This is an optimization exercise on Yosys and OpenROAD, whose aim is small area and a short achievable clock period, not a production implementation. Function was checked by simulation only, so behaviour that the tests miss may differ from the original. No activity file was given, so power comes from the tool's default toggle rates.

Design arm, start of the top module:
module arm (
    input  logic        clk, rst,
    input  logic [31:0] Instr,
    input  logic [31:0] ReadData,
    output logic [31:0] WriteData,
    output logic [31:0] PC, ALUResult,
    output logic        MemWrite
);
    logic [31:0] PCF, InstrD;
    logic        RegWriteE, MemtoRegE, MemWriteE, BranchE, ALUSrcE, FlagWE;
    logic        CondExE, BranchTakenE;
    logic        SubE, LogE, OrrE;               
    logic [3:0]  RA1E, RA2E, WA3E;
    logic [31:0] RD1E, RD2E;
    logic [23:0] ImmE;
    logic        ImmMemE, ImmBrE;                
    logic        selAM, selAP, selAR, selBM, selBP, selBR;    
    logic        RegWriteM, MemtoRegM, MemWriteM;
    logic [3:0]  WA3M;
    logic [31:0] ALUOutM, WriteDataM;
    logic [31:0] rf [0:14];
    logic [14:0] rf_valid;
    assign PC        = PCF;
    assign ALUResult = ALUOutM;
    assign WriteData = WriteDataM;
    assign MemWrite  = MemWriteM;
  ...
Size: roughly 3000 cells after synthesis, about 750 flip-flops, roughly 160 I/O pins, ~0.036 mm² of cells after synthesis.
==> flow/config.mk <==
export PLATFORM = sky130hd
export DESIGN_NAME = arm
export DESIGN_NICKNAME = arm
export VERILOG_FILES = /design/flow/design.v
export SDC_FILE = /design/flow/constraint.sdc
export NUM_CORES = 4
export LEC_CHECK = 0
export CAP_MARGIN = 20
export CORE_MARGIN = 2
export CORE_UTILIZATION = 55
export SLEW_MARGIN = 20
export SYNTH_HIERARCHICAL = 1
export SYNTH_MINIMUM_KEEP_SIZE = 0
==> flow/constraint.sdc <==
create_clock -name core_clock -period 16.0 [get_ports {clk}]
set_input_delay 3.2000 -clock core_clock [delete_from_list [all_inputs] [get_ports {clk}]]
set_output_delay 3.2000 -clock core_clock [all_outputs]
set_load 0.01 [all_outputs]
standard.sh (not shown) runs the stock make flow with config.mk's settings and CLKGATE_MAP_FILE= SYNTH_SCRIPT=/design/flow/synth_recipe.tcl, a recipe that flattens the netlist after the stock synthesis.
==> flow/flow/run.sh <==
#!/bin/bash
# Layout flow: the standard ORFS flow, with
#  - port buffers of a fast, small cell instead of the default delay buffer,
#  - a clock tree without dummy balancing loads,
#  - timing repair aimed below the 16 ns clock (the clock and the SDC are unchanged;
#    repair only tries to leave more slack than the default margin).
set -euo pipefail
cd "$(dirname "$0")/.."
export BUFFER_PORTS_ARGS="-buffer_cell sky130_fd_sc_hd__buf_2"
export SETUP_SLACK_MARGIN=11.0
export CTS_ARGS="-sink_clustering_enable -repair_clock_nets -dont_use_dummy_load -buf_list {sky130_fd_sc_hd__clkbuf_8 sky130_fd_sc_hd__clkbuf_16} -sink_clustering_size 24 -sink_clustering_max_diameter 60"
bash standard.sh > standard.log 2>&1
Next try:
--- a/flow/flow/run.sh
+++ b/flow/flow/run.sh
@@ -9,4 +9,4 @@
 export BUFFER_PORTS_ARGS="-buffer_cell sky130_fd_sc_hd__buf_2"
-export SETUP_SLACK_MARGIN=11.0
-export CTS_ARGS="-sink_clustering_enable -repair_clock_nets -dont_use_dummy_load -buf_list {sky130_fd_sc_hd__clkbuf_8 sky130_fd_sc_hd__clkbuf_16} -sink_clustering_size 24 -sink_clustering_max_diameter 60"
+export SETUP_SLACK_MARGIN=11.5
+export CTS_ARGS="-sink_clustering_enable -repair_clock_nets -dont_use_dummy_load"
 bash standard.sh > standard.log 2>&1
- CORE_UTILIZATION: 55 -> 40
The new run ran to the end with no violations.
Area after synthesis does not change.
Die area rises by well over a third.
Via count rose slightly.
Worst hold slack gets worse by 0.0075 ns.
Maximum frequency climbs by a few percent.
Next try:
--- a/flow/flow/run.sh
+++ b/flow/flow/run.sh
@@ -10,3 +10,3 @@
 export SETUP_SLACK_MARGIN=11.5
-export CTS_ARGS="-sink_clustering_enable -repair_clock_nets -dont_use_dummy_load"
+export CTS_ARGS="-sink_clustering_enable -repair_clock_nets -dont_use_dummy_load -buf_list {sky130_fd_sc_hd__clkbuf_8 sky130_fd_sc_hd__clkbuf_16} -sink_clustering_size 24 -sink_clustering_max_diameter 60"
 bash standard.sh > standard.log 2>&1
- CAP_MARGIN: 20 -> 10
- CORE_UTILIZATION: 40 -> 65
- SLEW_MARGIN: 20 -> 10
Worst setup slack is worse by 0.025 ns.
First-iteration DRC count goes up by a little under a tenth.
Routed wire length shrinks by roughly a tenth.

The RTL this note starts from:
==> flow/design.v <==
module arm (
    input  logic        clk, rst,
    input  logic [31:0] Instr,
    input  logic [31:0] ReadData,
    output logic [31:0] WriteData,
    output logic [31:0] PC, ALUResult,
    output logic        MemWrite
);
    logic [31:0] PCF, InstrD;
    logic        RegWriteE, MemtoRegE, MemWriteE, BranchE, ALUSrcE, FlagWE;
    logic        CondExE, BranchTakenE;
    logic        SubE, LogE, OrrE;               
    logic [3:0]  RA1E, RA2E, WA3E;
    logic [31:0] RD1E, RD2E;
    logic [23:0] ImmE;
    logic        ImmMemE, ImmBrE;                
    logic        selAM, selAP, selAR, selBM, selBP, selBR;    
    logic        RegWriteM, MemtoRegM, MemWriteM;
    logic [3:0]  WA3M;
    logic [31:0] ALUOutM, WriteDataM;
    logic [31:0] rf [0:14];
    logic [14:0] rf_valid;
    assign PC        = PCF;
    assign ALUResult = ALUOutM;
    assign WriteData = WriteDataM;
    assign MemWrite  = MemWriteM;
    logic isDP, isADD, isSUB, isAND, isORR, isLDR, isSTR, isMEM, isB, isBT;
    assign isADD = (InstrD[27:26] == 2'b00) && (InstrD[24:21] == 4'b0100);
    assign isSUB = (InstrD[27:26] == 2'b00) && (InstrD[24:21] == 4'b0010);
    assign isAND = (InstrD[27:21] == 7'b0000000);
    assign isORR = (InstrD[27:21] == 7'b0001100);
    assign isLDR = (InstrD[27:20] == 8'b01011001);
    assign isSTR = (InstrD[27:20] == 8'b01011000);
    assign isMEM = isLDR | isSTR;
    assign isB   = (InstrD[27:24] == 4'b1010);
    assign isBT  = isB & CondExE;        
    assign isDP  = isADD | isSUB | isAND | isORR;
    logic [3:0] rn, RA1D, RA2D;
    assign rn   = InstrD[19:16];
    assign RA1D = isBT ? 4'd15 : rn;
    assign RA2D = isMEM ? InstrD[15:12] : InstrD[3:0];
    logic ldrStallD, PCWrPendingF, StallF, FlushD, FlushE;
    assign ldrStallD    = ((RA1D == WA3E) ^ (RA2D == WA3E)) & MemtoRegE;
    assign PCWrPendingF = BranchE ? !CondExE : isBT;
    assign StallF       = ldrStallD ^ PCWrPendingF;
    assign FlushD       = PCWrPendingF | BranchTakenE;
    assign FlushE       = ldrStallD ^ BranchTakenE;
    logic [31:0] PCPlus4F, ResultM, RD1D, RD2D, AO1, AO2;
    logic [3:0]  nRA1E, nRA2E;
    logic        fwdW1, fwdW2;
    logic [14:0] rs1, rs2;
    assign PCPlus4F = PCF + 32'd4;
    assign ResultM  = MemtoRegM ? ReadData : ALUOutM;
    assign nRA1E = FlushE ? RA1E : RA1D;
    assign nRA2E = FlushE ? RA2E : RA2D;
    assign fwdW1 = RegWriteM && (FlushE ? (RA1E == WA3M) : (RA1D == WA3M));
    assign fwdW2 = RegWriteM && (FlushE ? (RA2E == WA3M) : (RA2D == WA3M));
    always_comb
        for (int i = 0; i < 15; i++) begin
            rs1[i] = !isBT && rf_valid[i] && rn == i;
            rs2[i] = rf_valid[i] && RA2D == i;
        end
    assign RD1D = fwdW1 ? ResultM : AO1;
    assign RD2D = fwdW2 ? ResultM : AO2;
    for (genvar b = 0; b < 32; b++) begin : g_rd
        logic [17:0] c1, s1, c2, s2;
        logic [5:0]  n1, n2;
        for (genvar i = 0; i < 15; i++) begin : g_col
            assign c1[i] = rf[i][b];
            assign c2[i] = rf[i][b];
        end
        assign c1[17:15] = {2'b0, PCPlus4F[b]};
        assign s1        = {2'b0, isBT, rs1};
        assign c2[17:15] = 3'b0;
        assign s2        = {3'b0, rs2};
        for (genvar k = 0; k < 5; k++) begin : g_ao
            rf_aoi222 u1 (.a0(c1[3*k]), .s0(s1[3*k]), .a1(c1[3*k+1]), .s1(s1[3*k+1]),
                          .a2(c1[3*k+2]), .s2(s1[3*k+2]), .yn(n1[k]));
            rf_aoi222 u2 (.a0(c2[3*k]), .s0(s2[3*k]), .a1(c2[3*k+1]), .s1(s2[3*k+1]),
                          .a2(c2[3*k+2]), .s2(s2[3*k+2]), .yn(n2[k]));
        end
        rf_nand2 u1x (.a(c1[15]), .b(s1[15]), .y(n1[5]));
        rf_nand6 u1o (.a(n1), .y(AO1[b]));
        rf_nand5 u2o (.a(n2[4:0]), .y(AO2[b]));
        assign n2[5] = 1'b1;
    end
    logic [31:0] ExtImmE, SrcAE, SrcBE, WriteDataE;
    logic selAPc, selARd;
    always_comb begin
        if (ImmMemE)     ExtImmE = {20'b0, ImmE[11:0]};
        else if (ImmBrE) ExtImmE = {{6{ImmE[23]}}, ImmE[23:0], 2'b00};
        else             ExtImmE = {{24{ImmE[7]}}, ImmE[7:0]};
    end
    assign selAPc = selAP & !BranchTakenE;
    assign selARd = selAR | (selAP & BranchTakenE);
    assign SrcAE = ({32{selAM}} & ALUOutM) | ({32{selAPc}} & PCF) | ({32{selARd}} & RD1E);
    assign WriteDataE = ({32{selBM}} & ALUOutM) | ({32{selBP}} & PCF) | ({32{selBR}} & RD2E);
    assign SrcBE = ALUSrcE ? ExtImmE : WriteDataE;
    logic [31:0] bm, sum, gen, prp, ALUResultE;
    logic        cout;
    logic [33:0] sum34;
    assign bm    = SrcBE ^ {32{SubE}};
    assign sum34 = {1'b0, SrcAE, 1'b1} + {1'b0, bm, SubE};
    assign sum   = sum34[32:1];
    assign cout  = sum34[33];
    assign gen   = SrcAE & bm;         
    assign prp   = SrcAE ^ bm;
    assign ALUResultE = LogE ? (OrrE ? (gen | prp) : gen) : sum;
    logic [31:0] need;
    logic zSum, zLog;
    assign need = {SrcAE[30:0] | bm[30:0], SubE};
    assign zSum = &(~(prp ^ need));
    assign zLog = ~|(OrrE ? (gen | prp) : gen);
    logic fN, fZ, fC, fV;
    assign fN = FlagWE & ALUResultE[31];
    assign fZ = FlagWE & (LogE ? zLog : zSum);
    assign fC = FlagWE & ~LogE & cout;
    assign fV = FlagWE & ~LogE & ~SubE & (SrcAE[31] == SrcBE[31]) & (SrcAE[31] ^ sum[31]);
    logic CondExD;
    always_comb begin
        case (InstrD[31:28])
            4'b0000: CondExD = fZ;
            4'b0001: CondExD = !fZ;
            4'b0010: CondExD = fC;
            4'b0011: CondExD = !fC;
            4'b0100: CondExD = fN;
            4'b0101: CondExD = !fN;
            4'b0110: CondExD = fV;
            4'b0111: CondExD = !fV;
            4'b1000: CondExD = !fZ && fC;
            4'b1001: CondExD = fZ || !fC;
            4'b1010: CondExD = !(fN ^ fV);
            4'b1011: CondExD = fN ^ fV;
            4'b1100: CondExD = !fZ && !(fN ^ fV);
            4'b1101: CondExD = fZ || (fN ^ fV);
            4'b1110: CondExD = 1'b1;
            default: CondExD = 1'b0;
        endcase
    end
    logic [31:0] PCPrime;
    assign PCPrime = BranchTakenE ? sum : PCPlus4F;
    logic [3:0] nWA3M;
    logic       nRWM, nAM, nBM;
    assign nWA3M = BranchTakenE ? WA3M : WA3E;
    assign nRWM  = BranchTakenE ? RegWriteM : (RegWriteE & CondExE);
    assign nAM   = nRWM & (nRA1E == nWA3M);
    assign nBM   = nRWM & (nRA2E == nWA3M);
    always_ff @(posedge clk) begin
        if (rst)          PCF <= 32'b0;
        else if (!StallF) PCF <= PCPrime;
        if (FlushD || rst)   InstrD <= 32'b0;
        else if (!ldrStallD) InstrD <= Instr;
        RA1E    <= nRA1E;
        RA2E    <= nRA2E;
        selAM   <= nAM;
        selAP   <= !nAM & !fwdW1 & (nRA1E == 4'd15);
        selAR   <= !nAM & (fwdW1 | (!FlushE & (nRA1E != 4'd15)));
        selBM   <= nBM;
        selBP   <= !nBM & !fwdW2 & (nRA2E == 4'd15);
        selBR   <= !nBM & (fwdW2 | (!FlushE & (nRA2E != 4'd15)));
        WA3E    <= InstrD[15:12];
        RD1E    <= RD1D;
        RD2E    <= RD2D;
        ImmE    <= InstrD[23:0];
        ImmMemE <= isMEM;
        ImmBrE  <= isBT;
        if (!FlushE) begin
            RegWriteE    <= isDP | isLDR;
            MemtoRegE    <= isLDR;
            MemWriteE    <= isSTR;
            SubE         <= isSUB;
            LogE         <= isAND | isORR;
            OrrE         <= isORR;
            BranchE      <= isBT;
            ALUSrcE      <= ((isADD | isSUB) & InstrD[25]) | isMEM | isBT;
            FlagWE       <= isDP & InstrD[20];
            CondExE      <= CondExD;
            BranchTakenE <= isBT & CondExD;
        end else begin
            RegWriteE    <= 1'b0;
            MemtoRegE    <= 1'b0;
            MemWriteE    <= 1'b0;
            SubE         <= 1'b0;
            LogE         <= 1'b0;
            OrrE         <= 1'b0;
            BranchE      <= 1'b0;
            ALUSrcE      <= 1'b0;
            FlagWE       <= 1'b0;
            CondExE      <= 1'b0;
            BranchTakenE <= 1'b0;
        end
        if (!BranchTakenE) begin
            RegWriteM  <= RegWriteE & CondExE;
            MemtoRegM  <= MemtoRegE;
            MemWriteM  <= MemWriteE & CondExE;
            WriteDataM <= WriteDataE;
            ALUOutM    <= ALUResultE;
            WA3M       <= WA3E;
        end
        for (int i = 0; i < 15; i++)
            if (RegWriteM && WA3M == i) rf[i] <= ResultM;
        rf_valid <= (rst ? 15'b0 : rf_valid) | ({14'b0, RegWriteM} << WA3M);
    end
endmodule
module rf_aoi222 (
    input  logic a0, s0, a1, s1, a2, s2,
    output logic yn
);
    assign yn = ~((a0 & s0) | (a1 & s1) | (a2 & s2));
endmodule
module rf_nand5 (
    input  logic [4:0] a,
    output logic       y
);
    assign y = ~&a;
endmodule
module rf_nand2 (
    input  logic a, b,
    output logic y
);
    assign y = ~(a & b);
endmodule
module rf_nand6 (
    input  logic [5:0] a,
    output logic       y
);
    assign y = ~&a;
endmodule
export LEC_CHECK = 0
export CAP_MARGIN = 20
export CORE_MARGIN = 2
export CORE_UTILIZATION = 40
export SLEW_MARGIN = 20
export SYNTH_HIERARCHICAL = 1
export SYNTH_MINIMUM_KEEP_SIZE = 0
create_clock -name core_clock -period 16.0 [get_ports {clk}]
==> flow/flow/run.sh <==
#!/bin/bash
# Layout flow: the standard ORFS flow, with
#  - port buffers of a fast, small cell instead of the default delay buffer,
#  - a clock tree without dummy balancing loads,
#  - timing repair aimed below the 16 ns clock (the clock and the SDC are unchanged;
#    repair only tries to leave more slack than the default margin).
set -euo pipefail
cd "$(dirname "$0")/.."
export BUFFER_PORTS_ARGS="-buffer_cell sky130_fd_sc_hd__buf_2"
export SETUP_SLACK_MARGIN=12.5
export CTS_ARGS="-sink_clustering_enable -repair_clock_nets -dont_use_dummy_load"
bash standard.sh > standard.log 2>&1
Next try:
--- a/flow/flow/run.sh
+++ b/flow/flow/run.sh
@@ -10,2 +10,2 @@
-export SETUP_SLACK_MARGIN=12.5
-export CTS_ARGS="-sink_clustering_enable -repair_clock_nets -dont_use_dummy_load"
+export SETUP_SLACK_MARGIN=11.5
+export CTS_ARGS="-sink_clustering_enable -repair_clock_nets -dont_use_dummy_load -buf_list {sky130_fd_sc_hd__clkbuf_8 sky130_fd_sc_hd__clkbuf_16} -sink_clustering_size 24 -sink_clustering_max_diameter 60"
Settings changed: CORE_UTILIZATION 40 to 55.
What happened: The changed run passed the timing, design-rule and antenna checks; die area is lower by 27%; power is lower by 13%; sequential share of layout area is higher by 6.4 points; via count is lower by 5.9%; cell area is lower by 13%; synthesized cell count is unchanged.
Next try:
--- a/flow/flow/run.sh
+++ b/flow/flow/run.sh
@@ -10 +10 @@
-export SETUP_SLACK_MARGIN=11.5
+export SETUP_SLACK_MARGIN=11.8
Result: The new run passed the timing, design-rule and antenna checks. Worst hold slack stays flat. Critical path depth is unchanged. Non-clock buffer count goes up by 116. Clock-buffer cell count grows by 1.
Next try:
--- a/flow/flow/run.sh
+++ b/flow/flow/run.sh
@@ -10,2 +10,2 @@
-export SETUP_SLACK_MARGIN=11.8
-export CTS_ARGS="-sink_clustering_enable -repair_clock_nets -dont_use_dummy_load -buf_list {sky130_fd_sc_hd__clkbuf_8 sky130_fd_sc_hd__clkbuf_16} -sink_clustering_size 24 -sink_clustering_max_diameter 60"
+export SETUP_SLACK_MARGIN=11.5
+export CTS_ARGS="-sink_clustering_enable -repair_clock_nets -dont_use_dummy_load"
Settings changed: CTS_BUF_LIST set to sky130_fd_sc_hd__clkbuf_4 sky130_fd_sc_hd__clkbuf_8.
After rerunning: The changed run finished with timing, DRC and antenna clean; total power goes up by 8.1%; non-clock buffer count goes down by 125; via count goes down by 1.8%; cell area goes down by 3.2%.
Next try:
--- a/flow/flow/run.sh
+++ b/flow/flow/run.sh
@@ -11 +11 @@
-export CTS_ARGS="-sink_clustering_enable -repair_clock_nets -dont_use_dummy_load"
+export CTS_ARGS="-sink_clustering_enable -repair_clock_nets -dont_use_dummy_load -buf_list {sky130_fd_sc_hd__clkbuf_8} -sink_clustering_size 20 -sink_clustering_max_diameter 50"
Settings changed: CAP_MARGIN 20 to 10, CORE_UTILIZATION 55 to 65, CTS_BUF_LIST sky130_fd_sc_hd__clkbuf_4 sky130_fd_sc_hd__clkbuf_8 to not set, SLEW_MARGIN 20 to 10.
Wire length went down by 4.8%.
Maximum frequency goes down by 2.9%.
Utilization climbs by 9.5 points.
Area after synthesis is unchanged.
Final cell count drops by about 3.4%.
Flip-flop and latch count stays the same.
Cell area decreases by about 2.3%.
Via count grows by about 1.5%.
Clock power decreases by 37%.
Next try:
--- a/flow/flow/run.sh
+++ b/flow/flow/run.sh
@@ -11 +11 @@
-export CTS_ARGS="-sink_clustering_enable -repair_clock_nets -dont_use_dummy_load -buf_list {sky130_fd_sc_hd__clkbuf_8} -sink_clustering_size 20 -sink_clustering_max_diameter 50"
+export CTS_ARGS="-sink_clustering_enable -repair_clock_nets -dont_use_dummy_load -buf_list {sky130_fd_sc_hd__clkbuf_8 sky130_fd_sc_hd__clkbuf_16} -sink_clustering_size 30 -sink_clustering_max_diameter 80"
Settings changed: CAP_MARGIN 10 to 20, CORE_UTILIZATION 65 to 55, SLEW_MARGIN 10 to 20.
Worst setup slack improved by 77 ps. Hold slack got worse by 9.3 ps. Synthesized area does not change. Flip-flop and latch count is unchanged. Power went up by 1.1%. Routed wire length climbs by 4.1%. Clock skew decreases by 11 ps. Fmax is higher by 1.7%. Die area came out higher by 18%.

[what the ideal ports hide]
Ports are ideal in the flow. The routed layouts listed here were re-timed in OpenROAD. Step 1 sets driving cells, clkbuf_16 on the clock port and buf_2 on the other inputs (assumed; they add their load-dependent delay and slew). Step 2, shift: input delay + t, output delay - t, t = (earliest + latest rising clock arrival at the registers) / 2. This alone moves slack from input paths to output paths. Three values: ideal ports, drivers, drivers and shift; two values: the first two.
run | shift t [ns] | setup slack, ns | latest minus earliest clock arrival (ns)
the first run of note 1 | 0.684 | 11.182 / 11.182 / 11.059 | 0.128 / 0.127
the second run of note 1 | 0.687 | 11.439 / 11.372 / 11.144 | 0.099 / 0.100
the third run of note 1 | 0.666 | 11.414 / 11.348 / 10.937 | 0.105 / 0.105
the first run of note 2 | 0.696 | 11.388 / 11.322 / 11.577 | 0.046 / 0.046
the second run of note 2 | 0.684 | 11.410 / 11.341 / 10.982 | 0.126 / 0.126
the third run of note 2 | 0.676 | 11.418 / 11.352 / 11.247 | 0.115 / 0.116
the fourth run of note 2 | 0.680 | 11.489 / 11.420 / 11.021 | 0.087 / 0.087
the fifth run of note 2 | 0.727 | 11.355 / 11.292 / 10.906 | 0.124 / 0.124
the sixth run of note 2 | 0.662 | 11.433 / 11.365 / 10.966 | 0.113 / 0.113
After both steps setup and hold are still met in every run listed. The setup slack of the third run of note 1, which loses most, moves by -0.066 ns with the drivers and by -0.477 ns with both steps.
